This design comes from an exercise in tuning for small area, a short achievable clock period and few clock cycles on the open sky130 flow, not from production work.
Function was checked by simulation only, so behaviour that the tests miss may differ from the original.

== v55 ==
// sqrt_u32
module sqrt_u32(
        input             clk,
        input             rst_n,
        input             vld_in,
        input      [31:0] x,
        output reg        vld_out,
        output     [15:0] y
    );
    reg          busy;
    reg [3:0]    c;                         
    reg [16:0]   r;                         
    reg [12:0]   xh;                        
    reg [15:0]   z;                         
    assign y = z;
    function [32:0] step(input [32:0] rq, input [1:0] xx);
        reg [18:0] a;
        reg [18:0] b;
        reg [18:0] d;
        reg        s;
        begin
            s = rq[32];
            a = {rq[32:16], xx};
            b = {{2{~s}}, rq[14:0] ^ {15{~s}}, 1'b1, s};
            d = a + b + {18'd0, ~s};
            step = {d[16:0], rq[14:0], ~d[18]};
        end
    endfunction
    function [19:0] first(input [5:0] top);
        begin
            case (top)
            6'd0: first = {17'h1ffff, 3'd0};
            6'd1: first = {17'h00000, 3'd1};
  ...
Size in the first run: about 52 I/O pins.
==> flow/config.mk <==
export PLATFORM = sky130hd
export DESIGN_NAME = sqrt_u32
export DESIGN_NICKNAME = sqrt_u32
export VERILOG_FILES = /design/flow/design.v
export SDC_FILE = /design/flow/constraint.sdc
export NUM_CORES = 4
export LEC_CHECK = 0
export CAP_MARGIN = 20
export CORE_MARGIN = 2
export CORE_UTILIZATION = 40
export SLEW_MARGIN = 20
==> flow/constraint.sdc <==
create_clock -name core_clock -period 10.0 [get_ports {clk}]
set_input_delay 2.0000 -clock core_clock [delete_from_list [all_inputs] [get_ports {clk}]]
set_output_delay 2.0000 -clock core_clock [all_outputs]
set_load 0.01 [all_outputs]
standard.sh (not shown) runs the stock make flow with config.mk's settings and CLKGATE_MAP_FILE= SYNTH_SCRIPT=/design/flow/synth_recipe.tcl, a recipe that flattens the netlist after the stock synthesis.
==> flow/flow/run.sh <==
#!/bin/bash
set -euo pipefail
MARGIN=$(cat flow/margin.txt)
bash standard.sh \
  "SETUP_SLACK_MARGIN=$MARGIN" \
  "BUFFER_PORTS_ARGS=-buffer_cell sky130_fd_sc_hd__buf_1" \
  finish > standard.log 2>&1
==> flow/flow/margin.txt <==
6.8
Testbench counts of v55, summed over its fixed seeds: cycles 33,608.
> inputs changed (v55 -> v15)
==> flow/flow/margin.txt <==
7.2
v15 has completed all stages; timing, DRC and antenna checks passed.
Met2 demand-to-capacity share in global routing: lower on v55
v15 vs v55: via count normalized by instance count down slightly
Looking at filler-free cell count of the finished design, v15 sits 5.8% higher than v55 does.
Looking at kind of critical path, the input pin to flip-flop result is from v55; the flip-flop to output port one comes from v15.
v15 against v55: number of multi-input logic gates held steady.
Worst-case headroom to the max-slew limit delta (v15 − v55): favourable
Compared with v55, in v15 global-route usage now sits at about the same level, design area now sits higher, sequential share of layout area now sits lower.
> inputs changed (v15 -> v5)
- ABC_AREA: unset -> 1
- CORE_UTILIZATION: 40 -> 55
==> flow/flow/margin.txt <==
6.9
### Flow results
From v15 to v5 the numbers moved as follows: required arrival time at the worst endpoint has increased; final net count has increased; clock buffer instance count of the final layout went up. A library cell contributing the largest single delay on the critical path of dfrtp_1 is what v15 shows, while inv_2 belongs to v5. Summary of v5 over v15: effective utilization at floorplan increased 15 points; number of global-route vias before repair increased 355.
diff inputs: v5 => v26
==> flow/flow/margin.txt <==
7.0
Findings:
- Per the final summary, v5 finished and its layout is clean on timing, DRC and antenna.
- No stage failed in v26, and the final checks on the layout all came back clean.
- As far as clock skew is concerned, v5 and v26 perform about the same.
- v26 ends up with a via density per instance that is about 1.2% higher than in v5.
- Between v5 and v26, the routed wire length does not differ in any meaningful way.
- v26 and v5 ended up with roughly the same overall routing resource usage.
- In the flow results for v26 and v5, the largest incremental delay on the critical path is larger on v26.
- Against v5, v26 comes in 25 ps higher on setup slack of the critical path after layout.
Changes in v30 relative to v26:
- removing ABC_AREA (formerly 1)
Results
v26 reports its main combinational cell family by area after synthesis as simple AND/OR/NAND/NOR gates while v30 reports compound AO/OA/AOI/OAI gates.
Met3 demand-to-capacity share in global routing, v30 and v26: smaller value in v26
In the reports for v30 and v26, the larger final clock period utilization by the worst path belongs to v30.
Diff v30 and v26: ratio of cells with drive above 1 in the final layout lower in v26
Filler cell count in the final layout in v30 is 16% lower than in v26
Cmp v30 and v26 / delay of the slowest critical-path stage / higher: v30

-- separate check: timing with driven ports --
Ports are ideal in the flow. The routed layouts listed here were re-timed in OpenROAD.
Step 1 assumes that a clkbuf_16 drives the clock port and a buf_2 every other input.
Step 2 also shifts input and output timing later by t, the mid clock arrival at the registers, as if the neighbouring blocks saw the same clock.
Three values: ideal ports, drivers, drivers and shift; two values: the first two.
run | t, ns | setup slack, ns | hold slack, ns | worst setup path after step 2 | worst slew at a driven data input, ns
v55 | 0.337 | 6.966 / 6.975 / 6.639 | 0.462 / 0.462 / 0.462 | input to register | 0.03
v15 | 0.339 | 7.185 / 7.153 / 6.849 | 0.436 / 0.436 / 0.436 | input to register | 0.05
v5 | 0.327 | 7.089 / 7.094 / 6.769 | 0.434 / 0.434 / 0.434 | input to register | 0.03
v26 | 0.331 | 7.114 / 7.085 / 6.838 | 0.434 / 0.434 / 0.434 | input to register | 0.03
v30 | 0.329 | 7.087 / 7.057 / 6.824 | 0.463 / 0.463 / 0.463 | input to register | 0.03
After both steps every run listed still meets setup and hold. The setup slack of v15, which loses most, moves by -0.032 ns with the drivers and by -0.336 ns with both steps.
